This design comes from an exercise in tuning for small area on the open sky130 flow, not from production work.
In this exercise RTL edits were held to simulation tests only and were not proved equivalent to the original.
Power figures rest on the tool's default switching activity, not on a simulated workload.

[run.sh]
#!/bin/bash
# synth_recipe.tcl (not shown) runs the flow's synth.tcl, then flattens the netlist and writes it again
# the make line also repeats each setting of config.mk as NAME=value (left out here)
make -C /OpenROAD-flow-scripts/flow DESIGN_CONFIG=/design/flow/config.mk WORK_HOME=/design/flow/orfs CLKGATE_MAP_FILE= SYNTH_SCRIPT=/design/flow/synth_recipe.tcl finish
[constraint.sdc]
create_clock -name core_clock -period 15.0 [get_ports {clk}]
set_input_delay 3.0000 -clock core_clock [delete_from_list [all_inputs] [get_ports {clk}]]
set_output_delay 3.0000 -clock core_clock [all_outputs]
set_load 0.01 [all_outputs]
[design.v]
module OpdDemodulator (
    input logic clk,
    input logic reset,
    input logic tick_i,
    input logic signed [23:0] ref_i,   
    input logic signed [23:0] sig_i,   
    output logic signed [23:0] x_o,
    output logic signed [23:0] y_o,
    output logic signed [31:0] phi_o,
    output logic signed [24:0] r_o,
    output logic done_o
);
  localparam int W = 29;
  function automatic logic [2:0] ldig(input logic [4:0] k, input logic [3:0] j);
    case ({k, j})
      {5'd0, 4'd2}: ldig = 3'b010;
      {5'd0, 4'd3}: ldig = 3'b111;
      {5'd0, 4'd4}: ldig = 3'b010;
      {5'd1, 4'd0}: ldig = 3'b010;
      {5'd1, 4'd1}: ldig = 3'b110;
      {5'd1, 4'd2}: ldig = 3'b011;
      {5'd1, 4'd4}: ldig = 3'b110;
      {5'd1, 4'd5}: ldig = 3'b010;
      {5'd2, 4'd0}: ldig = 3'b010;
      {5'd2, 4'd4}: ldig = 3'b111;
      {5'd2, 4'd5}: ldig = 3'b110;
      {5'd2, 4'd6}: ldig = 3'b010;
      {5'd3, 4'd0}: ldig = 3'b010;
      {5'd3, 4'd3}: ldig = 3'b111;
      {5'd3, 4'd5}: ldig = 3'b011;
      {5'd3, 4'd6}: ldig = 3'b010;
      {5'd4, 4'd0}: ldig = 3'b110;
      {5'd4, 4'd1}: ldig = 3'b011;
      {5'd4, 4'd2}: ldig = 3'b010;
      {5'd4, 4'd3}: ldig = 3'b010;
      {5'd4, 4'd4}: ldig = 3'b110;
      {5'd4, 4'd5}: ldig = 3'b110;
      {5'd4, 4'd6}: ldig = 3'b110;
      {5'd4, 4'd7}: ldig = 3'b010;
      {5'd5, 4'd0}: ldig = 3'b110;
      {5'd5, 4'd2}: ldig = 3'b110;
      {5'd5, 4'd3}: ldig = 3'b011;
      {5'd5, 4'd4}: ldig = 3'b110;
      {5'd5, 4'd7}: ldig = 3'b010;
      {5'd6, 4'd0}: ldig = 3'b111;
      {5'd6, 4'd1}: ldig = 3'b011;
      {5'd6, 4'd2}: ldig = 3'b111;
      {5'd6, 4'd3}: ldig = 3'b110;
      {5'd6, 4'd4}: ldig = 3'b011;
      {5'd6, 4'd5}: ldig = 3'b010;
      {5'd6, 4'd7}: ldig = 3'b010;
      {5'd7, 4'd0}: ldig = 3'b110;
      {5'd7, 4'd1}: ldig = 3'b010;
      {5'd7, 4'd3}: ldig = 3'b010;
      {5'd7, 4'd4}: ldig = 3'b010;
      {5'd7, 4'd5}: ldig = 3'b111;
      {5'd7, 4'd6}: ldig = 3'b110;
      {5'd7, 4'd7}: ldig = 3'b010;
      {5'd8, 4'd3}: ldig = 3'b010;
      {5'd8, 4'd4}: ldig = 3'b111;
      {5'd8, 4'd5}: ldig = 3'b011;
      {5'd8, 4'd6}: ldig = 3'b010;
      {5'd8, 4'd7}: ldig = 3'b110;
      {5'd9, 4'd0}: ldig = 3'b010;
      {5'd9, 4'd2}: ldig = 3'b110;
      {5'd9, 4'd3}: ldig = 3'b010;
      {5'd9, 4'd4}: ldig = 3'b111;
      {5'd9, 4'd5}: ldig = 3'b011;
      {5'd9, 4'd7}: ldig = 3'b010;
      {5'd9, 4'd8}: ldig = 3'b110;
      {5'd10, 4'd0}: ldig = 3'b110;
      {5'd10, 4'd1}: ldig = 3'b110;
      {5'd10, 4'd4}: ldig = 3'b110;
      {5'd10, 4'd6}: ldig = 3'b010;
      {5'd10, 4'd7}: ldig = 3'b111;
      {5'd10, 4'd8}: ldig = 3'b110;
      {5'd11, 4'd1}: ldig = 3'b110;
      {5'd11, 4'd2}: ldig = 3'b010;
      {5'd11, 4'd3}: ldig = 3'b010;
      {5'd11, 4'd5}: ldig = 3'b110;
      {5'd11, 4'd6}: ldig = 3'b110;
      {5'd11, 4'd8}: ldig = 3'b011;
      {5'd11, 4'd9}: ldig = 3'b110;
      {5'd12, 4'd0}: ldig = 3'b110;
      {5'd12, 4'd1}: ldig = 3'b010;
      {5'd12, 4'd3}: ldig = 3'b010;
      {5'd12, 4'd5}: ldig = 3'b110;
      {5'd12, 4'd7}: ldig = 3'b110;
      {5'd12, 4'd8}: ldig = 3'b011;
      {5'd12, 4'd9}: ldig = 3'b110;
      {5'd13, 4'd0}: ldig = 3'b010;
      {5'd13, 4'd2}: ldig = 3'b111;
      {5'd13, 4'd4}: ldig = 3'b110;
      {5'd13, 4'd5}: ldig = 3'b110;
      {5'd13, 4'd6}: ldig = 3'b110;
      {5'd13, 4'd7}: ldig = 3'b011;
      {5'd13, 4'd8}: ldig = 3'b111;
      {5'd14, 4'd1}: ldig = 3'b010;
      {5'd14, 4'd2}: ldig = 3'b111;
      {5'd14, 4'd4}: ldig = 3'b110;
      {5'd14, 4'd6}: ldig = 3'b010;
      {5'd14, 4'd7}: ldig = 3'b010;
      {5'd15, 4'd2}: ldig = 3'b010;
      {5'd15, 4'd3}: ldig = 3'b010;
      {5'd15, 4'd4}: ldig = 3'b111;
      {5'd15, 4'd5}: ldig = 3'b010;
      {5'd15, 4'd7}: ldig = 3'b111;
      {5'd15, 4'd9}: ldig = 3'b010;
      {5'd16, 4'd0}: ldig = 3'b010;
      {5'd16, 4'd1}: ldig = 3'b110;
      {5'd16, 4'd2}: ldig = 3'b010;
      {5'd16, 4'd4}: ldig = 3'b111;
      {5'd16, 4'd5}: ldig = 3'b011;
      {5'd16, 4'd7}: ldig = 3'b110;
      {5'd16, 4'd9}: ldig = 3'b011;
      {5'd17, 4'd1}: ldig = 3'b110;
      {5'd17, 4'd2}: ldig = 3'b110;
      {5'd17, 4'd4}: ldig = 3'b110;
      {5'd17, 4'd7}: ldig = 3'b011;
      {5'd17, 4'd9}: ldig = 3'b110;
      {5'd17, 4'd10}: ldig = 3'b010;
      {5'd18, 4'd0}: ldig = 3'b111;
      {5'd18, 4'd1}: ldig = 3'b110;
      {5'd18, 4'd3}: ldig = 3'b011;
      {5'd18, 4'd4}: ldig = 3'b111;
      {5'd18, 4'd5}: ldig = 3'b010;
      {5'd18, 4'd6}: ldig = 3'b010;
      {5'd18, 4'd7}: ldig = 3'b110;
      {5'd18, 4'd8}: ldig = 3'b010;
      {5'd18, 4'd10}: ldig = 3'b010;
      {5'd19, 4'd0}: ldig = 3'b110;
      {5'd19, 4'd2}: ldig = 3'b010;
      {5'd19, 4'd4}: ldig = 3'b111;
      {5'd19, 4'd6}: ldig = 3'b011;
      {5'd19, 4'd7}: ldig = 3'b110;
      {5'd19, 4'd9}: ldig = 3'b010;
      {5'd19, 4'd10}: ldig = 3'b010;
      {5'd20, 4'd0}: ldig = 3'b110;
      {5'd20, 4'd1}: ldig = 3'b110;
      {5'd20, 4'd2}: ldig = 3'b010;
      {5'd20, 4'd4}: ldig = 3'b110;
      {5'd20, 4'd5}: ldig = 3'b011;
      {5'd20, 4'd6}: ldig = 3'b110;
      {5'd20, 4'd8}: ldig = 3'b010;
      {5'd20, 4'd9}: ldig = 3'b010;
      {5'd20, 4'd10}: ldig = 3'b010;
      default: ldig = 3'b000;
    endcase
  endfunction
  function automatic logic [2:0] hdig(input logic [3:0] k, input logic [3:0] j);
    case ({k, j})
      {4'd1, 4'd1}: hdig = 3'b110;
      {4'd1, 4'd2}: hdig = 3'b110;
      {4'd1, 4'd3}: hdig = 3'b011;
      {4'd1, 4'd5}: hdig = 3'b010;
      {4'd1, 4'd6}: hdig = 3'b110;
      {4'd1, 4'd7}: hdig = 3'b110;
      {4'd2, 4'd1}: hdig = 3'b111;
      {4'd2, 4'd3}: hdig = 3'b011;
      {4'd2, 4'd4}: hdig = 3'b110;
      {4'd2, 4'd5}: hdig = 3'b010;
      {4'd2, 4'd6}: hdig = 3'b111;
      {4'd2, 4'd7}: hdig = 3'b010;
      {4'd2, 4'd8}: hdig = 3'b111;
      {4'd3, 4'd0}: hdig = 3'b111;
      {4'd3, 4'd1}: hdig = 3'b010;
      {4'd3, 4'd2}: hdig = 3'b010;
      {4'd3, 4'd4}: hdig = 3'b110;
      {4'd3, 4'd7}: hdig = 3'b010;
      {4'd3, 4'd8}: hdig = 3'b010;
      {4'd3, 4'd9}: hdig = 3'b111;
      {4'd4, 4'd0}: hdig = 3'b010;
      {4'd4, 4'd1}: hdig = 3'b111;
      {4'd4, 4'd2}: hdig = 3'b011;
      {4'd4, 4'd3}: hdig = 3'b110;
      {4'd4, 4'd4}: hdig = 3'b011;
      {4'd4, 4'd9}: hdig = 3'b110;
      {4'd4, 4'd10}: hdig = 3'b110;
      {4'd5, 4'd1}: hdig = 3'b110;
      {4'd5, 4'd2}: hdig = 3'b110;
      {4'd5, 4'd3}: hdig = 3'b110;
      {4'd5, 4'd4}: hdig = 3'b110;
      {4'd5, 4'd5}: hdig = 3'b010;
      {4'd5, 4'd6}: hdig = 3'b110;
      {4'd5, 4'd7}: hdig = 3'b010;
      {4'd5, 4'd8}: hdig = 3'b010;
      {4'd5, 4'd10}: hdig = 3'b110;
      {4'd5, 4'd11}: hdig = 3'b110;
      {4'd6, 4'd1}: hdig = 3'b010;
      {4'd6, 4'd2}: hdig = 3'b010;
      {4'd6, 4'd3}: hdig = 3'b010;
      {4'd6, 4'd4}: hdig = 3'b010;
      {4'd6, 4'd5}: hdig = 3'b110;
      {4'd6, 4'd6}: hdig = 3'b010;
      {4'd6, 4'd7}: hdig = 3'b110;
      {4'd6, 4'd8}: hdig = 3'b110;
      {4'd6, 4'd10}: hdig = 3'b010;
      {4'd6, 4'd11}: hdig = 3'b010;
      {4'd7, 4'd0}: hdig = 3'b110;
      {4'd7, 4'd1}: hdig = 3'b011;
      {4'd7, 4'd2}: hdig = 3'b111;
      {4'd7, 4'd3}: hdig = 3'b010;
      {4'd7, 4'd4}: hdig = 3'b111;
      {4'd7, 4'd9}: hdig = 3'b010;
      {4'd7, 4'd10}: hdig = 3'b010;
      {4'd8, 4'd0}: hdig = 3'b111;
      {4'd8, 4'd2}: hdig = 3'b110;
      {4'd8, 4'd4}: hdig = 3'b010;
      {4'd8, 4'd7}: hdig = 3'b110;
      {4'd8, 4'd8}: hdig = 3'b110;
      {4'd8, 4'd9}: hdig = 3'b011;
      {4'd9, 4'd1}: hdig = 3'b111;
      {4'd9, 4'd2}: hdig = 3'b010;
      {4'd9, 4'd3}: hdig = 3'b111;
      {4'd9, 4'd4}: hdig = 3'b010;
      {4'd9, 4'd5}: hdig = 3'b110;
      {4'd9, 4'd6}: hdig = 3'b011;
      {4'd9, 4'd7}: hdig = 3'b110;
      {4'd9, 4'd8}: hdig = 3'b011;
      {4'd10, 4'd1}: hdig = 3'b010;
      {4'd10, 4'd2}: hdig = 3'b010;
      {4'd10, 4'd3}: hdig = 3'b111;
      {4'd10, 4'd5}: hdig = 3'b110;
      {4'd10, 4'd6}: hdig = 3'b010;
      {4'd10, 4'd7}: hdig = 3'b010;
      default: hdig = 3'b000;
    endcase
  endfunction
  function automatic logic [23:0] fdel(input logic [23:0] v);
    if (!v[23] && (|v[22:0])) fdel = v - 24'd1;
    else if (v[23] && !(|v[22:0])) fdel = v + 24'd1;
    else fdel = v;
  endfunction
  function automatic logic [24:0] angle(input logic [4:0] i);   
    case (i)
      5'd0: angle = 25'd8388607;
      5'd1: angle = 25'd2097151;
      5'd2: angle = 25'd1238020;
      5'd3: angle = 25'd654136;
      5'd4: angle = 25'd332049;
      5'd5: angle = 25'd166669;
      5'd6: angle = 25'd83415;
      5'd7: angle = 25'd41718;
      5'd8: angle = 25'd20860;
      5'd9: angle = 25'd10430;
      5'd10: angle = 25'd5215;
      5'd11: angle = 25'd2607;
      5'd12: angle = 25'd1303;
      5'd13: angle = 25'd651;
      5'd14: angle = 25'd325;
      5'd15: angle = 25'd162;
      5'd16: angle = 25'd81;
      5'd17: angle = 25'd40;
      5'd18: angle = 25'd20;
      5'd19: angle = 25'd10;
      5'd20: angle = 25'd5;
      5'd21: angle = 25'd2;
      5'd22: angle = 25'd1;
      default: angle = 25'd0;
    endcase
  endfunction
  typedef enum logic [3:0] {
    S_IDLE, S_INS, S_CLOAD, S_CITER, S_PHASE, S_DONE, S_HIL, S_HSAT, S_PROD, S_PQ, S_LP, S_LPF
  } st_e;
  st_e st, st_n;
  logic [5:0] m, m_n;   
  logic [3:0] j, j_n;   
  logic [5:0] K, K_n;   
  logic par, par_n;   
  logic ins_r, ins_s, ins_pq, cap_a, cap_b;
  logic [5:0] cp, cp_n;   
  logic [3:0] cr0, cr1, cr0_n, cr1_n;   
  logic [3:0] cs, cs_n;   
  logic [39:0][22:0] pring, qring;
  logic [10:0][23:0] rring0, rring1;
  logic [11:0][23:0] sring;
  logic signed [W-1:0] accx, accy;
  logic [23:0] T, U;
  logic [24:0] PHI, PHI_n;
  wire [22:0] ptap = pring[39];
  wire [22:0] qtap = qring[39];
  wire [23:0] r0tap = rring0[10];
  wire [23:0] r1tap = rring1[10];
  wire [23:0] stap = sring[11];
  wire ins_p_now = ins_pq && (cp == 6'd39);
  wire ins_r0_now = ins_r && !par && (cr0 == 4'd10);
  wire ins_r1_now = ins_r && par && (cr1 == 4'd10);
  wire ins_s_now = ins_s && (cs == 4'd11);
  always_ff @(posedge clk) begin
    pring <= {pring[38:0], ins_p_now ? T[22:0] : ptap};
    qring <= {qring[38:0], ins_p_now ? U[22:0] : qtap};
    rring0 <= {rring0[9:0], ins_r0_now ? T : r0tap};
    rring1 <= {rring1[9:0], ins_r1_now ? T : r1tap};
    sring <= {sring[10:0], ins_s_now ? fdel(U) : stap};
  end
  always_comb begin
    if (reset) begin
      cp_n = '0;
      cr0_n = '0;
      cr1_n = '0;
      cs_n = '0;
    end else begin
      cp_n = (cp == 6'd39) ? (ins_p_now ? 6'd1 : 6'd0) : cp + 6'd1;
      cr0_n = (cr0 == 4'd10) ? (ins_r0_now ? 4'd1 : 4'd0) : cr0 + 4'd1;
      cr1_n = (cr1 == 4'd10) ? (ins_r1_now ? 4'd1 : 4'd0) : cr1 + 4'd1;
      cs_n = (cs == 4'd11) ? (ins_s_now ? 4'd1 : 4'd0) : cs + 4'd1;
    end
  end
  always_ff @(posedge clk) begin
    cp <= cp_n;
    cr0 <= cr0_n;
    cr1 <= cr1_n;
    cs <= cs_n;
  end
  localparam logic [1:0] A_ZERO = 2'd0, A_SHR2 = 2'd1, A_HOLD = 2'd2;
  localparam logic [1:0] B_RING = 2'd0, B_TU = 2'd1, B_CROSS = 2'd2, B_AUX = 2'd3;
  logic [1:0] c_asx, c_asy, c_bx, c_by;   
  logic [2:0] c_dx, c_dy;   
  logic [4:0] c_sa;   
  logic [1:0] asx, asy, bxs, bys;
  logic [2:0] dx, dy;
  logic [4:0] sa;
  wire [23:0] rtap_h = par ? r1tap : r0tap;   
  wire [23:0] rtap_a = par ? r0tap : r1tap;   
  wire [3:0] cr_a = par ? cr0 : cr1;
  wire [3:0] cr_hn = par_n ? cr1_n : cr0_n;
  wire [5:0] kl = (m_n == 6'd40) ? 6'd0 : cp_n + 6'd1;   
  wire [5:0] klf = (kl > 6'd20) ? 6'd40 - kl : kl;   
  wire [2:0] ld = (kl < K_n) ? ldig(klf[4:0], j_n) : 3'b000;
  wire [2:0] hd = ({1'b0, cr_hn, 1'b0} < K_n) ? hdig(cr_hn, j_n) : 3'b000;
  logic [2:0] pd;
  always_comb begin
    case (PHI_n[2:0])
      3'b001, 3'b010: pd = 3'b010;
      3'b011: pd = 3'b011;
      3'b100: pd = 3'b111;
      3'b101, 3'b110: pd = 3'b110;
      default: pd = 3'b000;
    endcase
  end
  wire signed [W-1:0] nx, ny;
  wire flip_n = ny[24];   
  always_comb begin
    asx = A_HOLD;
    asy = A_HOLD;
    bxs = B_RING;
    bys = B_RING;
    dx = 3'b000;
    dy = 3'b000;
    sa = 5'd0;
    case (st_n)
      S_CLOAD, S_CITER: begin
        if (st_n == S_CLOAD) begin
          asx = A_ZERO;
          asy = A_ZERO;
        end
        bxs = B_CROSS;
        bys = B_CROSS;
        dx = {flip_n, 2'b10};
        dy = {(st_n == S_CLOAD) ? flip_n : !flip_n, 2'b10};
        sa = m_n[4:0];
      end
      S_PHASE: begin
        asy = (m_n == 6'd0) ? A_ZERO : A_HOLD;
        bys = B_AUX;
        dy = (m_n == 6'd0) ? {PHI_n[0], PHI_n[1], 1'b0} : {!PHI_n[0], 2'b10};
        sa = 5'd1;
      end
      S_HIL: begin
        asx = (m_n == 6'd0) ? ((j_n == 4'd0) ? A_ZERO : A_SHR2) : A_HOLD;
        bxs = B_AUX;
        dx = hd;
        sa = {4'd0, !hd[0]};
      end
      S_PROD: begin
        asx = (j_n == 4'd0) ? A_ZERO : A_SHR2;
        asy = asx;
        bxs = B_TU;
        bys = B_TU;
        dx = (j_n == 4'd12) ? 3'b000 : pd;
        dy = dx;
        sa = {4'd0, !dx[0]};
      end
      S_LP: begin
        asx = (m_n == 6'd0) ? ((j_n == 4'd0) ? A_ZERO : A_SHR2) : A_HOLD;
        asy = asx;
        bxs = (m_n == 6'd40) ? B_TU : B_RING;
        bys = bxs;
        dx = ld;
        dy = ld;
        sa = {4'd0, !ld[0]};
      end
      S_LPF: begin
        asx = A_SHR2;
        asy = A_SHR2;
      end
      default: ;
    endcase
  end
  always_ff @(posedge clk) begin
    c_asx <= asx;
    c_asy <= asy;
    c_bx <= bxs;
    c_by <= bys;
    c_dx <= dx;
    c_dy <= dy;
    c_sa <= sa;
  end
  logic signed [24:0] srcx, srcy;
  always_comb begin
    case (c_bx)
      B_RING: srcx = 25'($signed(ptap));
      B_TU: srcx = 25'($signed(T));
      B_CROSS: srcx = accy[24:0];
      default: srcx = 25'($signed(rtap_h));
    endcase
    case (c_by)
      B_RING: srcy = 25'($signed(qtap));
      B_TU: srcy = 25'($signed(U));
      B_CROSS: srcy = accx[24:0];
      default: srcy = angle(m[4:0]);
    endcase
  end
  function automatic logic [W-1:0] rca(input logic [W-1:0] a, input logic [W-1:0] b, input logic cin);
    logic c;
    c = cin;
    for (int i = 0; i < W; i++) begin
      rca[i] = a[i] ^ b[i] ^ c;
      c = (a[i] & b[i]) | (c & (a[i] ^ b[i]));
    end
  endfunction
  function automatic logic signed [W-1:0] lane(input logic [1:0] as, input logic signed [W-1:0] acc,
                                               input logic signed [24:0] src, input logic [4:0] sa,
                                               input logic z, input logic neg);
    logic signed [W-1:0] a, b, sh;
    logic signed [25:0] v;
    sh = acc >>> 2;
    a = (as == A_ZERO) ? '0 : (as == A_SHR2) ? sh : acc;
    v = $signed({src, 1'b0}) >>> sa;   
    b = z ? '0 : W'(v);
    lane = rca(a, neg ? ~b : b, neg);
  endfunction
  assign nx = lane(c_asx, accx, srcx, c_sa, !c_dx[1], c_dx[2]);
  assign ny = lane(c_asy, accy, srcy, c_sa, !c_dy[1], c_dy[2]);
  wire hpos = !accx[W-1] && (|accx[W-2:24]);
  wire hneg = accx[W-1] && !(&accx[W-2:24]);
  wire [23:0] hsat = hpos ? 24'h7fffff : hneg ? 24'h800000 : accx[24:1];
  wire xpos = !accx[24] && (|accx[23:1]);
  wire sig_c = !accy[24];   
  always_ff @(posedge clk) begin
    if (reset) begin
      accx <= '0;
      accy <= '0;
    end else begin
      accx <= nx;
      accy <= ny;
    end
  end
  always_comb begin
    st_n = st;
    m_n = m;
    j_n = j;
    K_n = K;
    par_n = par;
    PHI_n = PHI;
    case (st)
      S_IDLE: begin
        if (tick_i) begin
          m_n = 6'd2;
          par_n = !par;
          if (K != 6'd63) K_n = K + 6'd1;
          st_n = S_INS;
        end
      end
      S_INS: begin
        if (!ins_r && !ins_s) st_n = S_CLOAD;
      end
      S_CLOAD: begin
        PHI_n = {accy[24], !xpos, 23'd0};   
        m_n = 6'd1;
        st_n = S_CITER;
      end
      S_CITER: begin
        PHI_n = {sig_c, PHI[24:1]};   
        m_n = m + 6'd1;
        if (m == 6'd23) begin
          m_n = '0;
          st_n = S_PHASE;
        end
      end
      S_PHASE: begin
        PHI_n = (m == 6'd0) ? {2'b00, PHI[24:2]} : {1'b0, PHI[24:1]};
        m_n = m + 6'd1;
        if (m == 6'd23) st_n = S_DONE;
      end
      S_DONE: begin
        m_n = '0;
        j_n = '0;
        st_n = S_HIL;
      end
      S_HIL: begin
        if (m == 6'd10) begin
          m_n = '0;
          j_n = j + 4'd1;
          if (j == 4'd11) st_n = S_HSAT;
        end else m_n = m + 6'd1;
        if (cap_b && cs == 4'd11) PHI_n = {(K > 6'd11) ? stap : 24'd0, 1'b0};
      end
      S_HSAT: begin
        j_n = '0;
        st_n = S_PROD;
      end
      S_PROD: begin
        PHI_n = $signed(PHI) >>> 2;
        j_n = j + 4'd1;
        if (j == 4'd12) st_n = S_PQ;
      end
      S_PQ: begin
        m_n = '0;
        j_n = '0;
        st_n = S_LP;
      end
      S_LP: begin
        if (m == 6'd40) begin
          m_n = '0;
          j_n = j + 4'd1;
          if (j == 4'd10) st_n = S_LPF;
        end else m_n = m + 6'd1;
      end
      S_LPF: st_n = S_IDLE;
      default: st_n = S_IDLE;
    endcase
    if (reset) begin
      st_n = S_IDLE;
      K_n = '0;
      par_n = 1'b0;
      m_n = '0;
      j_n = '0;
    end
  end
  always_ff @(posedge clk) begin
    st <= st_n;
    m <= m_n;
    j <= j_n;
    K <= K_n;
    par <= par_n;
    PHI <= PHI_n;
  end
  always_ff @(posedge clk) begin
    if (reset) begin
      ins_r <= 1'b0;
      ins_s <= 1'b0;
      ins_pq <= 1'b0;
      cap_a <= 1'b0;
      cap_b <= 1'b0;
    end else begin
      if (ins_p_now) ins_pq <= 1'b0;
      if (ins_r0_now || ins_r1_now) ins_r <= 1'b0;
      if (ins_s_now) ins_s <= 1'b0;
      case (st)
        S_IDLE: begin
          if (tick_i) begin
            T <= ref_i;
            U <= sig_i;
            ins_r <= 1'b1;
            ins_s <= 1'b1;
          end
        end
        S_CLOAD: begin
          T <= accx[24:1];
          U <= accy[24:1];
        end
        S_DONE: begin
          cap_a <= 1'b1;
          cap_b <= 1'b1;
        end
        S_HSAT: U <= hsat;
        S_PQ: begin
          T <= 24'($signed(accx[22:0]));
          U <= 24'($signed(accy[22:0]));
        end
        S_LPF: ins_pq <= 1'b1;
        default: ;
      endcase
      if (st == S_HIL) begin
        if (cap_a && cr_a == 4'd5) begin
          T <= (K > 6'd11) ? fdel(rtap_a) : 24'd0;
          cap_a <= 1'b0;
        end
        if (cap_b && cs == 4'd11) cap_b <= 1'b0;
      end
    end
  end
  assign done_o = (st == S_DONE);
  assign x_o = T;
  assign y_o = U;
  assign r_o = accx[24:0];
  assign phi_o = 32'($signed(accy[24:0]));
endmodule
[config.mk]
export PLATFORM = sky130hd
export DESIGN_NAME = OpdDemodulator
export DESIGN_NICKNAME = OpdDemodulator
export VERILOG_FILES = /design/flow/design.v
export SDC_FILE = /design/flow/constraint.sdc
export NUM_CORES = 4
export LEC_CHECK = 0
export CAP_MARGIN = 20
export CORE_MARGIN = 2
export CORE_UTILIZATION = 45
export CTS_BUF_LIST = sky130_fd_sc_hd__clkbuf_16
export CTS_CLUSTER_DIAMETER = 60
export CTS_CLUSTER_SIZE = 30
export PLACE_DENSITY = 0.6
export SLEW_MARGIN = 20
==> impl_metrics.csv, run 1 <==
group,metric,value,unit
die,floorplan.initialDensity,0.454,
detailed_routing,antenna_violating_nets_post_route,0,
synthesis,synth_nets,5488,
timing,timing.fmax,0.0688,GHz
power_and_ir_drop,max-vdd-ir-drop,0.000127,V
detailed_routing,routed_via_density,4.90,
final_layout,layout.nets,5657,
power_and_ir_drop,seq_power_share,0.596,
critical_path,critical_path.max_stage_delay,540,ps
critical_path,endpoint,"accy[28]",
synthesis,synthDistinctLibCells,95,
synthesis,synth_top_family_by_area,"compound AO/OA/AOI/OAI gates",
critical_path,r2r.worst_path.cells,41,
place,dp.final_hpwl,117,mm
die,std_cell_rows,149,
power_and_ir_drop,cellInternalPower,10.0,mW
synthesis,multiplexer_area_fraction_after_synthesis,0.0512,
global_routing,grt_pass1_wl,244,mm
critical_path,cp_slowest_cell,"sky130_fd_sc_hd__mux4_2",
synthesis,post_synth_most_frequent_cells,"sky130_fd_sc_hd__dfxtp_1, sky130_fd_sc_hd__nand2_1, sky130_fd_sc_hd__nor2_1",
final_layout,area_growth_syn_to_layout,12.2,%
timing,worst-slew-pin-transition,1170,ps
detailed_routing,detailedRoute.firstIterationViolations,3317,
clock_tree,cts.sink_count,2870,
critical_path,end_kind,"register",
timing,timing_hold_violations_final,0,
die,dieArea,170000,um^2
synthesis,post_synth_inst_count,5348,
detailed_routing,dr.pass1.iters,9,
die,die_height,412,um
critical_path,critical_path_peak_fanout,7,
synthesis,post_synth_and_or_nand_nor_area_fraction,0.0558,
synthesis,synth_enable_flop_cells,70,
synthesis,dominantRegCellSynth,"sky130_fd_sc_hd__dfxtp_1",
clock_tree,ctsHoldBuffers,0,
critical_path,timing.critical_path.mode_cell,"sky130_fd_sc_hd__fa_1",
synthesis,synth_top_cell_by_area,"sky130_fd_sc_hd__dfxtp_1",
die,design.portCount,157,
synthesis,syn_std_cell_area,75000,um^2
detailed_routing,dr_total_vias,38200,
detailed_routing,detail_route.wirelength,167,mm
timing,number_of_max_slew_violations_in_the_final_report,0,
power_and_ir_drop,power_per_cell_area,156,nW/um^2
run_status,outcome,"timing/DRC/antenna clean",
critical_path,crit_path_start,"c_by[0]",
critical_path,critical_path_required,15700,ps
job,maxCapViolations,0,
global_routing,antenna_found_initial,8,
power_and_ir_drop,switchingPower,3.08,mW
clock_tree,clock_tree.htree_level_count,4,
synthesis,yosysWarnings,1,
timing,clock-skew-final,57.7,ps
critical_path,r2r_end,"accy[28]",
clock_tree,clk_pin_slew_worst_paths,100,ps
global_routing,grt_start_max_net_pins,73,
timing,maxSlewHeadroom,0.217,
critical_path,arrival,15240,ps
global_routing,global_router_s_overall_resource_usage,0.194,
critical_path,rr_startpoint,"c_by[0]",
place,portBuffers,156,
final_layout,drive_gt1_frac,0.103,
synthesis,synth_sequential_area_ratio,0.776,
synthesis,ys_ff_latch,2870,
synthesis,avgSynthCellArea,14.0,um^2
synthesis,post-synth-top-count-cell,"sky130_fd_sc_hd__dfxtp_1",
critical_path,reg2reg_slack,460,ps
clock_tree,worst_skew_late_latency,820,ps
die,core,165000,um^2
timing,setup-tns-final,0,ps
detailed_routing,remaining_drc_errors,0,
die,dieWidth,412,um
synthesis,most_area_consuming_cells_after_synthesis,"sky130_fd_sc_hd__dfxtp_1, sky130_fd_sc_hd__edfxtp_1, sky130_fd_sc_hd__mux2i_1",
clock_tree,cts-root-to-sink-buffers,3,
power_and_ir_drop,portion_of_total_power_attributed_to_the_clock_network,0.346,
power_and_ir_drop,reported_leakage_power,32.5,nW
timing,setup_violations,0,
global_routing,first_global_vias,36800,
synthesis,synth_top_area_share,0.748,
final_layout,fillers,14100,
clock_tree,ctsRootBufferMaster,"sky130_fd_sc_hd__clkbuf_16",
final_layout,final_core_utilization,0.509,
synthesis,asyncSetResetFlopFracSynth,0,
clock_tree,tritoncts,"done",
place,global_placement_routability_congestion,0.924,
critical_path,criticalPathCategory,"register to register",
clock_tree,cts-buffers-inserted,145,
detailed_routing,wl_per_cell,21.4,um
critical_path,setup.worst_path.start_class,"register",
synthesis,synth_compound_area_frac,0.0615,
timing,final_min_period_over_clock_period,0.969,
power_and_ir_drop,share_of_power_burned_in_combinational_logic,0.058,
global_routing,globalRoute.totalOverflow,0,
synthesis,yosys.area_share.xor_xnor,0.0146,
synthesis,post_synth_fa_ha_maj_area_fraction,0.0203,
power_and_ir_drop,p_sw_frac,0.236,
hold_path,hold_path_class,"register to register",
timing,grt_setup_unrepaired,"false",
timing,finalWorstPathRequiredPeriod,14540,ps
-- how the worst min path moves through the flow --
stage / start / end / slack (ps) / depth (start not counted)
after floorplan: pring[77] / pring[100] / 310 / 0
after global placement: rring1[214] / rring1[238] / 310 / 0
after detailed placement: pring[77] / pring[100] / 310 / 0
after CTS: qring[118] / qring[141] / 280 / 0
after global routing: pring[622] / pring[645] / 290 / 0
final: qring[118] / qring[141] / 290 / 0
-- metal layers --
layer / wire (um) / share of wire / global-route usage / up-vias
li1: - / - / - / 18200
met1: 77300 / 0.46 / 0.272 / 18600
met2: 72700 / 0.44 / 0.296 / 1085
met3: 11200 / 0.067 / 0.0445 / 273
met4: 5520 / 0.033 / 0.0681 / 6
met5: 34 / 0.00020 / 0 / -
-- kinds of logic after synthesis --
group	count (synthesis)
and+or+nand+nor	920
muxes	307
AOI/OAI and AO/OA	691
DFF	2870
xor gates and xnor gates	125
buffers and inverters	346
adders and majority gates	89
-- critical path: cells and delay by family (launching register included) --
kind                     cells  cell delay, ps
multiplexers                 5            1390
flip-flops                   1             400
XOR/XNOR                     2             320
buffers and inverters        3             300
adder cells (fa/ha/maj)     27           11480
AND/OR/NAND/NOR              2             180
AO/OA/AOI/OAI                2             350
-- cell type report --
cell class	count	area (um^2)	share of cell area
inverter	79	297	0.00352
clock inverter	83	1210	0.0144
clock buffer	149	3730	0.0443
multi-input combinational	2132	15400	0.183
timing repair buffer	289	2610	0.0311
sequential	2870	58200	0.691
tap	2189	2740	0.0326
antenna	4	10.0	0.000119
-- sequential cells by signal, indices dropped and copies added (netlist names), 25 cells and up, named ones only --
register / count
rring1: 264
pring: 920
rring0: 264
PHI: 25
accx: 29
qring: 920
sring: 288
accy: 29
-- power groups by stage --
stage	Combinational [mW]	Clock (mW)	Sequential (mW)
final	0.756	4.53	7.80
after CTS	0.752	4.67	7.80
after global placement	0.751	0	7.97
after detailed placement	0.748	0	7.98
after floorplan	0.420	0	7.94
after global routing	0.804	4.93	7.81
-- placed cells by master, fill, tap and decap left out, drive strengths merged, types with 40 or more instances in the layout --
master,synthesis,layout
mux2,109,109
clkbuf,154,151
o21ai,204,204
inv,75,118
xor2,45,45
a222oi,46,46
nor2,253,253
edfxtp,70,70
nor2b,43,43
nand2,385,385
a22oi,41,41
mux4,50,50
xnor2,80,80
mux2i,148,148
clkdlybuf4s50,0,155
a31oi,40,40
nor3,44,44
fa,54,54
buf,113,132
a21oi,125,125
dfxtp,2800,2800
-- per-stage QoR --
stage | hold slack (ps) | cells | power, mW | instance area (um^2) | setup slack (ps)
after detailed placement | 312 | 7556 | 8.72 | 79100 | 162
after global placement | 310 | 7556 | 8.73 | 79100 | 284
after global routing | 290 | 7792 | 13.5 | 84100 | 21.1
final | 289 | 7795 | 13.1 | 84100 | 462
after CTS | 281 | 7788 | 13.2 | 84000 | 164
after floorplan | 310 | 5348 | 8.36 | 75000 | 342
-- repair_timing --
action,4_1_cts,5_1_grt
resized for setup,0,12
setup buffers,0,1
endpoints found under the setup margin,0,1
==> inputs of run 2 (changes only) <==
==> flow/run.sh (new file) <==
#!/bin/bash
# Own layout flow: the standard layout (standard.sh, standard synthesis included) with two
# changes to how the layout is made:
#  - the clock tree is built without dummy balancing loads (CTS -dont_use_dummy_load), with the
#    same sink clustering and buffer list as config.mk asks for;
#  - the port buffers that the standard flow puts on every input and output are buf_1 cells.
# make's full output goes to standard.log here; ORFS keeps each step's log under orfs/logs.
set -euo pipefail
cd "$(dirname "$0")/.."
cat >> config.mk <<'EOT'
export CTS_ARGS = -sink_clustering_enable -repair_clock_nets -sink_clustering_size 30 -sink_clustering_max_diameter 60 -buf_list sky130_fd_sc_hd__clkbuf_16 -dont_use_dummy_load
export BUFFER_PORTS_ARGS = -buffer_cell sky130_fd_sc_hd__buf_1
EOT
bash standard.sh finish > standard.log 2>&1
==> standard.sh (new file) <==
#!/bin/bash
# synth_recipe.tcl (not shown) runs the flow's synth.tcl, then flattens the netlist and writes it again
# the make line also repeats each setting of config.mk as NAME=value (left out here)
make -C /OpenROAD-flow-scripts/flow DESIGN_CONFIG=/design/flow/config.mk WORK_HOME=/design/flow/orfs CLKGATE_MAP_FILE= SYNTH_SCRIPT=/design/flow/synth_recipe.tcl "${@:-finish}"
--- a/config.mk
+++ b/config.mk
@@ -9,3 +9,3 @@
 export CORE_MARGIN = 2
-export CORE_UTILIZATION = 45
+export CORE_UTILIZATION = 60
 export CTS_BUF_LIST = sky130_fd_sc_hd__clkbuf_16
@@ -13,3 +13,5 @@
 export CTS_CLUSTER_SIZE = 30
-export PLACE_DENSITY = 0.6
+export PLACE_DENSITY = 0.7
 export SLEW_MARGIN = 20
+export CTS_ARGS = -sink_clustering_enable -repair_clock_nets -sink_clustering_size 30 -sink_clustering_max_diameter 60 -buf_list sky130_fd_sc_hd__clkbuf_16 -dont_use_dummy_load
+export BUFFER_PORTS_ARGS = -buffer_cell sky130_fd_sc_hd__buf_1
removed: run.sh
==> run 2 against run 1 <==
Clock skew up 56 ps. Power decreased by 6.8%. Synthesized cell count unchanged. Worst hold slack worse by 33 ps. Sequential cell count stayed put. Setup slack improved by 94 ps. Clock power shrank 18%. Synthesized area is the same. Critical path depth did not move. Sequential share of layout area rose by 3.0 points. Critical path type unchanged.
==> impl_metrics.csv, run 2 <==
group,metric,value,unit
die,std_cell_rows,129,
timing,clock-skew-final,114,ps
power_and_ir_drop,report.power.total,12.2,mW
final_layout,final_core_utilization,0.652,
final_layout,layout.nets,5627,
synthesis,synth_top_area_share,0.748,
place,place_worst_setup_slack,313,ps
critical_path,setup.worst_path.start_class,"register",
timing,timing.fmax,0.0692,GHz
critical_path,timing.critical_path.mode_cell,"sky130_fd_sc_hd__fa_1",
timing,maxSlewHeadroom,0.222,
place,placed_cell_area,77300,um^2
hold_path,min-delay-start,"pring[405]",
detailed_routing,wl_per_cell,22.8,um
detailed_routing,dr.pass1.iters,9,
synthesis,post_synth_inst_count,5348,
critical_path,cp_slowest_cell,"sky130_fd_sc_hd__mux4_2",
clock_tree,clk_pin_slew_worst_paths,100,ps
synthesis,yosysWarnings,1,
critical_path,worst-path-buf-inv,3,
critical_path,end_kind,"register",
global_routing,globalRoute.totalOverflow,0,
global_routing,global_router_s_overall_resource_usage,0.252,
critical_path,reg2reg_slack,560,ps
clock_tree,worst_skew_late_latency,810,ps
die,floorplan.initialDensity,0.606,
hold_path,hold_path_class,"register to register",
global_routing,grt_start_max_net_pins,75,
critical_path,r2r_end,"accy[28]",
clock_tree,post-cts-setup-buffer-count,0,
hold_path,min_delay_path_depth,0,
die,core,124000,um^2
synthesis,syn_std_cell_area,75000,um^2
final_layout,finish.instance_area,80700,um^2
synthesis,post-synth-top-count-cell,"sky130_fd_sc_hd__dfxtp_1",
clock_tree,cts.sink_count,2870,
die,design.portCount,157,
timing,timing_hold_violations_final,0,
die,die_height,357,um
detailed_routing,detailedRoute.firstIterationViolations,3662,
critical_path,crit_path_start,"c_by[0]",
synthesis,ys_ff_latch,2870,
synthesis,synth_nets,5488,
synthesis,synth_top_cell_by_area,"sky130_fd_sc_hd__dfxtp_1",
hold_path,min_to,"pring[428]",
critical_path,critical_path.max_stage_delay,550,ps
timing,setup_violations,0,
synthesis,asyncSetResetFlopFracSynth,0,
final_layout,drive_gt1_frac,0.0859,
timing,hold-worst-slack,256,ps
synthesis,dominantRegCellSynth,"sky130_fd_sc_hd__dfxtp_1",
critical_path,crit_family,"adder cells",
synthesis,avgSynthCellArea,14.0,um^2
detailed_routing,dr_total_vias,38100,
critical_path,arrival,15050,ps
clock_tree,clock_tree.htree_level_count,4,
die,dieArea,128000,um^2
synthesis,post_synth_most_frequent_cells,"sky130_fd_sc_hd__dfxtp_1, sky130_fd_sc_hd__nand2_1, sky130_fd_sc_hd__nor2_1",
clock_tree,cts-root-to-sink-buffers,3,
critical_path,critical_path_peak_fanout,10,
power_and_ir_drop,power_per_cell_area,151,nW/um^2
final_layout,top_regs,"pring: 920 flops, qring: 920 flops, sring: 288 flops",
global_routing,first_global_vias,36500,
critical_path,r2r.worst_path.cells,41,
detailed_routing,remaining_drc_errors,0,
timing,setup-tns-final,0,ps
final_layout,area_growth_syn_to_layout,7.62,%
detailed_routing,routed_via_density,5.35,
power_and_ir_drop,reported_leakage_power,31.2,nW
detailed_routing,detail_route.wirelength,162,mm
final_layout,final-instance-count-excl-fill,7125,
place,global_placement_routability_congestion,0.980,
critical_path,rr_startpoint,"c_by[0]",
synthesis,most_area_consuming_cells_after_synthesis,"sky130_fd_sc_hd__dfxtp_1, sky130_fd_sc_hd__edfxtp_1, sky130_fd_sc_hd__mux2i_1",
detailed_routing,antenna_violating_nets_post_route,0,
clock_tree,ctsHoldBuffers,0,
synthesis,synthDistinctLibCells,95,
power_and_ir_drop,max-vdd-ir-drop,0.000147,V
clock_tree,ctsRootBufferMaster,"sky130_fd_sc_hd__clkbuf_16",
final_layout,mostFrequentLayoutCell,"sky130_fd_sc_hd__dfxtp_1",
job,maxCapViolations,0,
timing,postLayoutSetupSlackWorst,556,ps
timing,grt_setup_unrepaired,"false",
timing,final_min_period_over_clock_period,0.963,
critical_path,critical_path_required,15610,ps
timing,worst-slew-pin-transition,1170,ps
place,dp.final_hpwl,112,mm
place,portBuffers,156,
final_layout,most-common-layout-cells,"sky130_fd_sc_hd__dfxtp_1, sky130_fd_sc_hd__nand2_1, sky130_fd_sc_hd__nor2_1, sky130_fd_sc_hd__o21ai_0, sky130_fd_sc_hd__buf_1",
run_status,outcome,"timing/DRC/antenna clean",
timing,number_of_max_slew_violations_in_the_final_report,0,
synthesis,synth_sequential_area_ratio,0.776,
critical_path,criticalPathCategory,"register to register",
clock_tree,tritoncts,"done",
global_routing,grt_pass1_wl,237,mm
timing,finalWorstPathRequiredPeriod,14440,ps
place,numPlacedInstances,6988,
die,dieWidth,357,um
global_routing,antenna_found_initial,11,
synthesis,synth_enable_flop_cells,70,
clock_tree,cts-buffers-inserted,133,
run 2: changes by cell type in the layout (fill, tap and decap cells not counted), moves of 8 or more:
cell / previous run / this run
sky130_fd_sc_hd__buf_4: 129 / 111
sky130_fd_sc_hd__inv_16: 9 / 0
sky130_fd_sc_hd__buf_1: 0 / 155
sky130_fd_sc_hd__clkinv_8: 11 / 0
sky130_fd_sc_hd__inv_1: 80 / 72
sky130_fd_sc_hd__clkinv_16: 10 / 0
sky130_fd_sc_hd__inv_8: 8 / 0
sky130_fd_sc_hd__clkdlybuf4s50_1: 155 / 0
sky130_fd_sc_hd__clkbuf_16: 150 / 134
sky130_fd_sc_hd__inv_6: 12 / 0
run 2: power breakdown:
group | switching [mW] | internal (mW)
registers | 0.0917 | 7.71
clock network | 2.13 | 1.59
logic | 0.451 | 0.230
run 2: final cells by class:
class	instances	area, um^2
sequential	2870	58200
timing repair buffer	271	1490
multi-input combinational	2132	15300
antenna	3	7.51
clock buffer	133	3330
tap	1637	2050
fill	8979	43100
inverter	79	297
run 2: kinds of logic (layout without fill, tap and decap cells):
family	count (synthesis)	in the layout	synth area share
fa+ha+maj	89	89	0.0203
compound gates	691	691	0.0615
buf+inv	346	483	0.0209
flops	2870	2870	0.776
xor+xnor	125	125	0.0146
simple gates	920	920	0.0558
mux	307	307	0.0512
other cells	0	3	0
run 2: worst max path at each step:
stage                          end  slack [ps]  depth (start not counted)
after global routing      accy[28]          30                         41
after CTS                 accy[28]         270                         41
after detailed placement  accy[28]         310                         41
after global placement    accy[28]         450                         41
after floorplan           accy[28]         340                         42
final                     accy[28]         560                         41
run 2: repair_timing:
action                                  4_1_cts  5_1_grt
hold endpoints to repair                      0        0
resized for setup                             0        9
endpoints found under the setup margin        0        1
run 2: routing by layer:
metal,global-route usage,up-vias,share of wire
li1,-,18000,-
met1,0.356,18400,0.45
met2,0.384,1346,0.44
met3,0.0560,308,0.076
met4,0.0925,8,0.037
met5,0,-,0.00028
==> inputs of run 3 (changes only) <==
--- a/flow/run.sh
+++ b/flow/run.sh
@@ -10,3 +10,3 @@
 cat >> config.mk <<'EOT'
-export CTS_ARGS = -sink_clustering_enable -repair_clock_nets -sink_clustering_size 30 -sink_clustering_max_diameter 60 -buf_list sky130_fd_sc_hd__clkbuf_16 -dont_use_dummy_load
+export CTS_ARGS = -sink_clustering_enable -repair_clock_nets -sink_clustering_size 20 -sink_clustering_max_diameter 50 -buf_list sky130_fd_sc_hd__clkbuf_8 -dont_use_dummy_load
 export BUFFER_PORTS_ARGS = -buffer_cell sky130_fd_sc_hd__buf_1
==> config.mk (replaced) <==
export PLATFORM = sky130hd
export DESIGN_NAME = OpdDemodulator
export DESIGN_NICKNAME = OpdDemodulator
export VERILOG_FILES = /design/flow/design.v
export SDC_FILE = /design/flow/constraint.sdc
export NUM_CORES = 4
export LEC_CHECK = 0
export CAP_MARGIN = 20
export CORE_MARGIN = 2
export CORE_UTILIZATION = 60
export CTS_BUF_LIST = sky130_fd_sc_hd__clkbuf_8
export CTS_CLUSTER_DIAMETER = 50
export CTS_CLUSTER_SIZE = 20
export PLACE_DENSITY = 0.7
export SLEW_MARGIN = 20
export CTS_ARGS = -sink_clustering_enable -repair_clock_nets -sink_clustering_size 20 -sink_clustering_max_diameter 50 -buf_list sky130_fd_sc_hd__clkbuf_8 -dont_use_dummy_load
export BUFFER_PORTS_ARGS = -buffer_cell sky130_fd_sc_hd__buf_1
==> run 3 against run 2 <==
Sequential power hardly changed. Via count hardly changed. Critical endpoint unchanged. Worst hold slack worse by 11 ps. Register-to-register slack better by 40 ps. Combinational power hardly changed. Still clean on timing, DRC and antenna. Global-route usage is 0.40 points lower. Highest routed layer unchanged.
==> impl_metrics.csv, run 3 <==
group,metric,value,unit
clock_tree,worst_skew_late_latency,950,ps
critical_path,setup.worst_path.start_class,"register",
run_status,outcome,"timing/DRC/antenna clean",
place,dp.final_hpwl,112,mm
clock_tree,ctsRootBufferMaster,"sky130_fd_sc_hd__clkbuf_8",
global_routing,globalRoute.totalOverflow,0,
synthesis,synth_top_area_share,0.748,
global_routing,grt.met2_usage,0.374,
global_routing,grt_pass1_wl,234,mm
final_layout,top_regs,"pring: 920 flops, qring: 920 flops, sring: 288 flops",
final_layout,most-common-layout-cells,"sky130_fd_sc_hd__dfxtp_1, sky130_fd_sc_hd__nand2_1, sky130_fd_sc_hd__nor2_1, sky130_fd_sc_hd__o21ai_0, sky130_fd_sc_hd__clkbuf_8",
critical_path,arrival,15160,ps
timing,grt_setup_unrepaired,"false",
critical_path,end_kind,"register",
timing,setup_violations,0,
final_layout,fillers,9139,
detailed_routing,wl_per_cell,22.3,um
synthesis,syn_std_cell_area,75000,um^2
synthesis,most_area_consuming_cells_after_synthesis,"sky130_fd_sc_hd__dfxtp_1, sky130_fd_sc_hd__edfxtp_1, sky130_fd_sc_hd__mux2i_1",
hold_path,hold_path_class,"register to register",
power_and_ir_drop,power_per_cell_area,146,nW/um^2
critical_path,timing.critical_path.mode_cell,"sky130_fd_sc_hd__fa_1",
timing,timing_hold_violations_final,0,
detailed_routing,routed_via_density,5.31,
critical_path,cp.depth,41,
timing,clock-skew-final,102,ps
power_and_ir_drop,max-vdd-ir-drop,0.000116,V
synthesis,post_synth_most_frequent_cells,"sky130_fd_sc_hd__dfxtp_1, sky130_fd_sc_hd__nand2_1, sky130_fd_sc_hd__nor2_1",
synthesis,ys_ff_latch,2870,
global_routing,met1_track_utilization_from_global_routing,0.354,
critical_path,critical_path.max_stage_delay,550,ps
synthesis,post-synth-top-count-cell,"sky130_fd_sc_hd__dfxtp_1",
hold_path,min-delay-start,"pring[162]",
timing,number_of_max_slew_violations_in_the_final_report,0,
synthesis,dominantRegCellSynth,"sky130_fd_sc_hd__dfxtp_1",
die,design.portCount,157,
detailed_routing,detail_route.wirelength,160,mm
die,core,124000,um^2
power_and_ir_drop,reported_leakage_power,30.9,nW
clock_tree,cts-root-to-sink-buffers,3,
die,std_cell_rows,129,
place,numPlacedInstances,6988,
timing,worst-slew-pin-transition,1090,ps
clock_tree,ctsHoldBuffers,0,
synthesis,synth_top_cell_by_area,"sky130_fd_sc_hd__dfxtp_1",
die,dieArea,128000,um^2
clock_tree,cts-buffers-inserted,182,
synthesis,synth_nets,5488,
global_routing,first_global_vias,36600,
global_routing,grt_start_max_net_pins,75,
critical_path,critical_path_required,15760,ps
critical_path,worst-path-buf-inv,3,
critical_path,rr_startpoint,"c_by[0]",
die,floorplan.initialDensity,0.606,
final_layout,drive_gt1_frac,0.0940,
synthesis,synth_enable_flop_cells,70,
critical_path,cp_slowest_cell,"sky130_fd_sc_hd__mux4_2",
critical_path,crit_path_start,"c_by[0]",
timing,maxSlewHeadroom,0.272,
final_layout,area_growth_syn_to_layout,6.53,%
synthesis,yosysWarnings,1,
final_layout,layout.nets,5676,
synthesis,asyncSetResetFlopFracSynth,0,
detailed_routing,detailedRoute.firstIterationViolations,3797,
global_routing,globalRoute.busiestLayer,"met2",
final_layout,final-instance-count-excl-fill,7175,
detailed_routing,remaining_drc_errors,0,
critical_path,critical_path_peak_fanout,10,
global_routing,met3_usage_in_global_routing,0.0549,
die,die_height,357,um
final_layout,mostFrequentLayoutCell,"sky130_fd_sc_hd__dfxtp_1",
timing,setup-tns-final,0,ps
clock_tree,cts.sink_count,2870,
synthesis,avgSynthCellArea,14.0,um^2
detailed_routing,dr.pass1.iters,7,
detailed_routing,antenna_violating_nets_post_route,0,
clock_tree,post-cts-setup-buffer-count,0,
job,maxCapViolations,0,
synthesis,synth_sequential_area_ratio,0.776,
die,dieWidth,357,um
global_routing,antenna_found_initial,12,
synthesis,synthDistinctLibCells,95,
clock_tree,tritoncts,"done",
global_routing,global_router_s_overall_resource_usage,0.248,
clock_tree,clock_tree.htree_level_count,4,
timing,timing.fmax,0.0694,GHz
critical_path,r2r.worst_path.cells,41,
timing,finalWorstPathRequiredPeriod,14400,ps
place,portBuffers,156,
clock_tree,clk_pin_slew_worst_paths,110,ps
detailed_routing,dr_total_vias,38100,
critical_path,crit_family,"adder cells",
hold_path,min_delay_path_depth,0,
synthesis,post_synth_inst_count,5348,
timing,final_min_period_over_clock_period,0.960,
place,global_placement_routability_congestion,0.980,
critical_path,criticalPathCategory,"register to register",
clock_tree,ctsResizeCount,0,
[run 3: final cells by class]
cell class	count	area (um^2)	area share
clock buffers	182	2500	0.0314
repair buffers	271	1490	0.0187
inverters	79	297	0.00371
well taps	1637	2050	0.0256
flip-flops and latches	2870	58200	0.728
diodes	4	10.0	0.000125
multi-input cells	2132	15300	0.192
[run 3: per-stage QoR]
stage	cell area, um^2	util	total power [mW]	setup WS, ps	hold slack, ps
2_1_floorplan	75000	-	8.36	342	310
3_3_place_gp	77300	0.624	8.64	451	310
6_report	79900	0.645	11.6	601	245
4_1_cts	79800	0.645	11.7	295	244
5_1_grt	79900	0.645	12.1	44.6	252
3_5_place_dp	77300	0.624	8.64	313	312
[run 3: kinds of logic after synthesis]
kind of cell,count (synthesis),share of synthesized area
multiplexers,307,0.0512
adder cells (fa/ha/maj),89,0.0203
buffers and inverters,346,0.0209
flip-flops,2870,0.776
XOR/XNOR,125,0.0146
AND/OR/NAND/NOR,920,0.0558
AO/OA/AOI/OAI,691,0.0615
[run 3: layer usage]
layer / vias up / part of all wire
li1: 18100 / -
met1: 18400 / 0.45
met2: 1371 / 0.43
met3: 279 / 0.078
met4: 6 / 0.035
met5: - / 0.00051
[run 3: power breakdown]
| group | switching, mW | leakage [nW] | total [mW] | internal, mW |
|---|---|---|---|---|
| sequential | 0.0917 | 23.2 | 7.80 | 7.71 |
| combinational | 0.451 | 6.37 | 0.680 | 0.230 |
| clock | 2.07 | 1.31 | 3.16 | 1.09 |
[run 3: path summary, 6_finish.rpt]
check | slack (ps) | to
max | 600 | accy[28]
min | 250 | pring[185]
max reg2reg | 600 | accy[28]
min reg2reg | 250 | pring[185]
==> inputs of run 4 (changes only) <==
--- a/design.v
+++ b/design.v
@@ -279,2 +279,3 @@
   logic [24:0] PHI, PHI_n;
+  logic pprev, pprev_n;   
   wire [22:0] ptap = pring[39];
@@ -332,3 +333,3 @@
   always_comb begin
-    case (PHI_n[2:0])
+    case ({PHI_n[1:0], pprev_n})
       3'b001, 3'b010: pd = 3'b010;
@@ -379,3 +380,3 @@
         bys = B_TU;
-        dx = (j_n == 4'd12) ? 3'b000 : pd;
+        dx = pd;
         dy = dx;
@@ -465,2 +466,3 @@
     PHI_n = PHI;
+    pprev_n = 1'b0;
     case (st)
@@ -514,2 +516,3 @@
         PHI_n = $signed(PHI) >>> 2;
+        pprev_n = PHI[1];
         j_n = j + 4'd1;
@@ -547,2 +550,3 @@
     PHI <= PHI_n;
+    pprev <= pprev_n;
   end
@@ -578,4 +582,4 @@
         S_PQ: begin
-          T <= 24'($signed(accx[22:0]));
-          U <= 24'($signed(accy[22:0]));
+          T <= accx[24:1];
+          U <= accy[24:1];
         end
--- a/flow/run.sh
+++ b/flow/run.sh
@@ -10,3 +10,3 @@
 cat >> config.mk <<'EOT'
-export CTS_ARGS = -sink_clustering_enable -repair_clock_nets -sink_clustering_size 20 -sink_clustering_max_diameter 50 -buf_list sky130_fd_sc_hd__clkbuf_8 -dont_use_dummy_load
+export CTS_ARGS = -sink_clustering_enable -repair_clock_nets -sink_clustering_size 18 -sink_clustering_max_diameter 45 -buf_list sky130_fd_sc_hd__clkbuf_8 -dont_use_dummy_load
 export BUFFER_PORTS_ARGS = -buffer_cell sky130_fd_sc_hd__buf_1
--- a/config.mk
+++ b/config.mk
@@ -11,7 +11,7 @@
 export CTS_BUF_LIST = sky130_fd_sc_hd__clkbuf_8
-export CTS_CLUSTER_DIAMETER = 50
-export CTS_CLUSTER_SIZE = 20
+export CTS_CLUSTER_DIAMETER = 45
+export CTS_CLUSTER_SIZE = 18
 export PLACE_DENSITY = 0.7
 export SLEW_MARGIN = 20
-export CTS_ARGS = -sink_clustering_enable -repair_clock_nets -sink_clustering_size 20 -sink_clustering_max_diameter 50 -buf_list sky130_fd_sc_hd__clkbuf_8 -dont_use_dummy_load
+export CTS_ARGS = -sink_clustering_enable -repair_clock_nets -sink_clustering_size 18 -sink_clustering_max_diameter 45 -buf_list sky130_fd_sc_hd__clkbuf_8 -dont_use_dummy_load
 export BUFFER_PORTS_ARGS = -buffer_cell sky130_fd_sc_hd__buf_1
==> run 4 against run 3 <==
Still clean. Clock-buffer cell count up 22. Routed wire length down 7.1%. Clock power up 5%. Combinational power up 4.7%. Sequential share of layout area up 0.074 points.
==> impl_metrics.csv, run 4 <==
group,metric,value,unit
synthesis,asyncSetResetFlopFracSynth,0,
die,dieArea,127000,um^2
hold_path,min_to,"sring[168]",
clock_tree,clock_tree.htree_level_count,4,
timing,grt_setup_unrepaired,"false",
synthesis,avgSynthCellArea,14.1,um^2
global_routing,globalRoute.totalOverflow,0,
final_layout,most-common-layout-cells,"sky130_fd_sc_hd__dfxtp_1, sky130_fd_sc_hd__nand2_1, sky130_fd_sc_hd__o21ai_0, sky130_fd_sc_hd__clkbuf_8, sky130_fd_sc_hd__nor2_1",
detailed_routing,detail_route.wirelength,148,mm
timing,finalWorstPathRequiredPeriod,14410,ps
synthesis,synth_nets,5431,
job,maxCapViolations,0,
die,floorplan.initialDensity,0.605,
synthesis,post-synth-top-count-cell,"sky130_fd_sc_hd__dfxtp_1",
clock_tree,ctsRootBufferMaster,"sky130_fd_sc_hd__clkbuf_8",
critical_path,crit_family,"adder cells",
global_routing,grt_pass1_wl,222,mm
global_routing,antenna_found_initial,7,
synthesis,synth_enable_flop_cells,71,
synthesis,post_synth_inst_count,5291,
timing,postLayoutSetupSlackWorst,585,ps
timing,maxSlewHeadroom,0.220,
synthesis,syn_std_cell_area,74700,um^2
place,placed_cell_area,76900,um^2
critical_path,r2r_end,"accy[28]",
synthesis,synth_top_cell_by_area,"sky130_fd_sc_hd__dfxtp_1",
synthesis,most_area_consuming_cells_after_synthesis,"sky130_fd_sc_hd__dfxtp_1, sky130_fd_sc_hd__edfxtp_1, sky130_fd_sc_hd__mux2_2",
final_layout,drive_gt1_frac,0.0999,
synthesis,synth_sequential_area_ratio,0.778,
detailed_routing,dr_total_vias,37200,
critical_path,timing.critical_path.mode_cell,"sky130_fd_sc_hd__fa_1",
detailed_routing,detailedRoute.firstIterationViolations,3103,
clock_tree,cts.sink_count,2870,
synthesis,synthDistinctLibCells,99,
critical_path,critical_path.max_stage_delay,500,ps
detailed_routing,remaining_drc_errors,0,
critical_path,cp_slowest_cell,"sky130_fd_sc_hd__mux4_2",
timing,number_of_max_slew_violations_in_the_final_report,0,
final_layout,final-instance-count-excl-fill,7124,
final_layout,finish.instance_area,79800,um^2
global_routing,first_global_vias,36200,
final_layout,mostFrequentLayoutCell,"sky130_fd_sc_hd__dfxtp_1",
final_layout,top_regs,"pring: 920 flops, qring: 920 flops, sring: 288 flops",
critical_path,setup.worst_path.start_class,"register",
power_and_ir_drop,report.power.total,11.9,mW
place,global_placement_routability_congestion,0.917,
detailed_routing,routed_via_density,5.23,
clock_tree,worst_skew_late_latency,940,ps
critical_path,criticalPathCategory,"register to register",
detailed_routing,antenna_violating_nets_post_route,0,
synthesis,dominantRegCellSynth,"sky130_fd_sc_hd__dfxtp_1",
global_routing,grt_start_max_net_pins,76,
synthesis,yosysWarnings,1,
power_and_ir_drop,reported_leakage_power,31.0,nW
hold_path,min-delay-start,"sring[144]",
die,design.portCount,157,
critical_path,critical_path_required,15740,ps
critical_path,cp.depth,41,
clock_tree,cts-buffers-inserted,204,
clock_tree,tritoncts,"done",
clock_tree,cts-root-to-sink-buffers,3,
timing,timing_hold_violations_final,0,
synthesis,synth_top_area_share,0.750,
die,core,124000,um^2
place,portBuffers,156,
global_routing,global_router_s_overall_resource_usage,0.232,
clock_tree,clk_pin_slew_worst_paths,110,ps
power_and_ir_drop,power_per_cell_area,149,nW/um^2
detailed_routing,dr.pass1.iters,7,
place,dp.final_hpwl,102,mm
timing,worst-slew-pin-transition,1160,ps
timing,clock-skew-final,98.0,ps
synthesis,ys_ff_latch,2870,
detailed_routing,wl_per_cell,20.8,um
critical_path,r2r.worst_path.cells,41,
timing,setup_violations,0,
place,numPlacedInstances,6911,
hold_path,min_delay_path_depth,0,
critical_path,rr_startpoint,"c_by[0]",
die,std_cell_rows,129,
timing,hold-worst-slack,260,ps
critical_path,critical_path_peak_fanout,9,
timing,final_min_period_over_clock_period,0.961,
critical_path,reg2reg_slack,590,ps
final_layout,area_growth_syn_to_layout,6.76,%
hold_path,hold_path_class,"register to register",
synthesis,post_synth_most_frequent_cells,"sky130_fd_sc_hd__dfxtp_1, sky130_fd_sc_hd__nand2_1, sky130_fd_sc_hd__o21ai_0",
place,place_worst_setup_slack,244,ps
clock_tree,ctsHoldBuffers,0,
timing,timing.fmax,0.0694,GHz
die,dieWidth,357,um
critical_path,worst-path-buf-inv,4,
die,die_height,357,um
final_layout,final_core_utilization,0.645,
final_layout,layout.nets,5625,
power_and_ir_drop,max-vdd-ir-drop,0.000124,V
critical_path,end_kind,"register",
run_status,outcome,"timing/DRC/antenna clean",
critical_path,arrival,15150,ps
timing,setup-tns-final,0,ps
## run 4: how the worst max path moves through the flow
stage / end / slack, ps / start
floorplan: accy[28] / 340 / c_by[0]
global placement: accy[28] / 280 / c_by[0]
detailed placement: accy[28] / 240 / c_by[0]
CTS: accy[28] / 210 / c_by[0]
global route: accy[28] / 60 / c_by[0]
finish: accy[28] / 590 / c_by[0]
## run 4: worst reg2reg max path: cells and delay by family (launching register included)
kind            cells  cell delay [ps]
mux                 5             1340
fa+ha+maj          27            11350
xor+xnor            2              320
flops               1              420
simple gates        1               60
buf+inv             4              420
compound gates      2              300
## run 4: area by class of cell
class / count / area, um^2
inverter: 80 / 300
tap: 1637 / 2050
timing repair buffer: 253 / 1390
clock buffer: 204 / 2810
multi-input combinational: 2076 / 15100
fill: 9009 / 43800
antenna: 4 / 10.0
sequential: 2870 / 58200
## run 4: per-layer routing
metal	share of wire	wire (um)	global-route usage
met1	0.46	68800	0.334
met2	0.44	64700	0.350
met3	0.062	9250	0.0434
met4	0.038	5710	0.0956
met5	0	0	0
## run 4: kinds of logic (layout without fill, tap and decap cells)
family | count (synthesis) | after routing | synth area share
XOR/XNOR | 117 | 117 | 0.0137
flip-flops | 2870 | 2870 | 0.778
AND/OR/NAND/NOR | 888 | 888 | 0.0551
adder cells (fa/ha/maj) | 90 | 90 | 0.0205
multiplexers | 327 | 327 | 0.0545
buffers and inverters | 345 | 537 | 0.0216
AO/OA/AOI/OAI | 654 | 654 | 0.0566
other | 0 | 4 | 0
## run 4: repair_timing
item,4_1_cts,5_1_grt
hold endpoints to repair,0,0
gates resized for setup,0,10
setup buffers,0,4
endpoints found under the setup margin,0,1
## run 4: power by group
group          internal, mW  switching, mW  total [mW]
clock                  1.21           2.11        3.32
sequential             7.72          0.105        7.83
combinational         0.243          0.469       0.712
==> inputs of run 5 (changes only) <==
--- a/config.mk
+++ b/config.mk
@@ -7,2 +7,3 @@
 export LEC_CHECK = 0
+export ABC_AREA = 1
 export CAP_MARGIN = 20
==> run 5 against run 4 <==
Clock-buffer cell count increased by 2. Final area is 0.86% lower. Via count increased by 7.0%. Sequential cell count stayed put. Sequential share of layout area up 0.63 points. Core utilization is 0.20 points higher. Critical path type unchanged. Setup slack improved by 190 ps. Cell count grew 9.3%. Clock power is essentially flat. Sequential power barely moved. Routed wire length rose by 7.4%. Worst hold slack better by 13 ps.
==> impl_metrics.csv, run 5 <==
group,metric,value,unit
timing,setup-tns-final,0,ps
final_layout,mostFrequentLayoutCell,"sky130_fd_sc_hd__dfxtp_1",
detailed_routing,dr.pass1.iters,8,
global_routing,grt.met2_usage,0.360,
synthesis,avgSynthCellArea,12.5,um^2
global_routing,globalRoute.totalOverflow,0,
critical_path,critical_path_required,15840,ps
final_layout,most-common-layout-cells,"sky130_fd_sc_hd__dfxtp_1, sky130_fd_sc_hd__nand2_1, sky130_fd_sc_hd__inv_1, sky130_fd_sc_hd__o21ai_0, sky130_fd_sc_hd__nor2_1",
critical_path,critical_path.max_stage_delay,480,ps
final_layout,drive_gt1_frac,0.0587,
power_and_ir_drop,max-vdd-ir-drop,0.000133,V
place,global_placement_routability_congestion,0.952,
clock_tree,worst_skew_late_latency,930,ps
die,die_height,356,um
power_and_ir_drop,p_sw_frac,0.240,
timing,clock-skew-final,111,ps
power_and_ir_drop,reported_leakage_power,32.1,nW
power_and_ir_drop,seq_power_share,0.648,
global_routing,grt_start_max_net_pins,81,
clock_tree,ctsRootBufferMaster,"sky130_fd_sc_hd__clkbuf_8",
final_layout,area_growth_syn_to_layout,6.68,%
critical_path,setup.worst_path.start_class,"register",
global_routing,first_global_vias,37600,
critical_path,timing.critical_path.mode_cell,"sky130_fd_sc_hd__fa_1",
detailed_routing,wl_per_cell,20.5,um
synthesis,asyncSetResetFlopFracSynth,0,
clock_tree,clock_tree.htree_level_count,4,
clock_tree,clk_pin_slew_worst_paths,100,ps
timing,finalWorstPathRequiredPeriod,14220,ps
critical_path,cp_slowest_cell,"sky130_fd_sc_hd__fa_1",
clock_tree,cts.sink_count,2870,
die,core,122000,um^2
synthesis,post_synth_most_frequent_cells,"sky130_fd_sc_hd__dfxtp_1, sky130_fd_sc_hd__nand2_1, sky130_fd_sc_hd__inv_1",
die,dieWidth,356,um
die,dieArea,126000,um^2
timing,final_min_period_over_clock_period,0.948,
global_routing,grt_pass1_wl,234,mm
detailed_routing,antenna_violating_nets_post_route,0,
synthesis,yosysWarnings,1,
timing,maxSlewHeadroom,0.191,
synthesis,most_area_consuming_cells_after_synthesis,"sky130_fd_sc_hd__dfxtp_1, sky130_fd_sc_hd__nand2_1, sky130_fd_sc_hd__edfxtp_1",
power_and_ir_drop,switchingPower,2.91,mW
synthesis,dominantRegCellSynth,"sky130_fd_sc_hd__dfxtp_1",
timing,grt_setup_unrepaired,"false",
synthesis,synth_enable_flop_cells,71,
run_status,outcome,"timing/DRC/antenna clean",
global_routing,met1_track_utilization_from_global_routing,0.373,
power_and_ir_drop,portion_of_total_power_attributed_to_the_clock_network,0.275,
detailed_routing,detailedRoute.firstIterationViolations,3893,
clock_tree,cts-root-to-sink-buffers,3,
detailed_routing,dr_total_vias,39800,
synthesis,synth_sequential_area_ratio,0.784,
detailed_routing,remaining_drc_errors,0,
synthesis,synth_nets,6090,
final_layout,top_regs,"pring: 920 flops, qring: 920 flops, sring: 288 flops",
timing,worst-slew-pin-transition,1210,ps
critical_path,crit_family,"adder cells",
timing,timing_hold_violations_final,0,
global_routing,antenna_found_initial,19,
synthesis,post_synth_inst_count,5950,
detailed_routing,detail_route.wirelength,159,mm
synthesis,synthDistinctLibCells,61,
critical_path,critical_path_peak_fanout,19,
place,dp.final_hpwl,115,mm
synthesis,synth_top_area_share,0.756,
detailed_routing,routed_via_density,5.12,
timing,setup_violations,0,
synthesis,post-synth-top-count-cell,"sky130_fd_sc_hd__dfxtp_1",
final_layout,layout.nets,6295,
synthesis,syn_std_cell_area,74200,um^2
clock_tree,cts-buffers-inserted,206,
[run 5: metrics by stage]
step	utilization	hold slack, ps	instance area [um^2]	setup WS, ps	std cells
final	0.647	273	79100	780	7785
after global placement	0.624	309	76200	332	7568
after CTS	0.647	266	79000	229	7774
after floorplan	-	310	74200	1070	5950
after detailed placement	0.624	312	76200	195	7568
after global routing	0.647	265	79100	44.3	7779
[run 5: final timing paths]
kind                   start         end  slack (ps)  depth (start not counted)
setup / recovery     c_by[1]    accy[28]         780                         47
hold / removal    pring[101]  pring[124]         270                          0
setup reg to reg     c_by[1]    accy[28]         780                         47
hold reg to reg   pring[101]  pring[124]         270                          0
[run 5: cells by family (layout without fill, tap and decap cells)]
group                    count (synthesis)  in the layout  synth area share
adder cells (fa/ha/maj)                 89             89            0.0205
buffers and inverters                  683            886            0.0383
other                                    0              7                 0
AND/OR/NAND/NOR                       1350           1350            0.0760
multiplexers                            32             32           0.00452
AO/OA/AOI/OAI                          842            842            0.0662
flip-flops                            2870           2870             0.784
XOR/XNOR                                84             84            0.0102
[run 5: repair_timing]
action | 4_1_cts | 5_1_grt
gates resized for setup | 0 | 16
buffers inserted | 0 | 4
setup endpoints to repair | 0 | 3
[run 5: cell type report]
class                           instances  area, um^2
Clock buffer                          206        2840
Multi-Input combinational cell       2397       13200
Inverter                              457        1720
Antenna cell                            7        17.5
Tap cell                             1625        2030
Timing Repair Buffer                  223        1130
Sequential cell                      2870       58200
Fill cell                            9201       43100
[run 5: routing by layer]
metal	part of all wire	up-vias
met4	0.029	4
met1	0.47	18900
met5	0.00013	-
li1	-	19300
met3	0.083	293
met2	0.42	1335
[run 5: power groups by stage]
stage	clock network (mW)	registers [mW]	logic, mW
finish	3.34	7.86	0.930
global route	3.72	7.87	1.01
CTS	3.44	7.85	0.912
detailed placement	0	8.03	0.907
global placement	0	8.03	0.909
floorplan	0	7.98	0.563

Re-timed with assumed drivers on the ports (clkbuf_16 on the clock, buf_2 on other inputs), run 5 has 0.780 ns of setup slack against 0.780 ns with ideal ports, and 0.780 ns once port delays also move by the mid clock arrival of 0.948 ns.
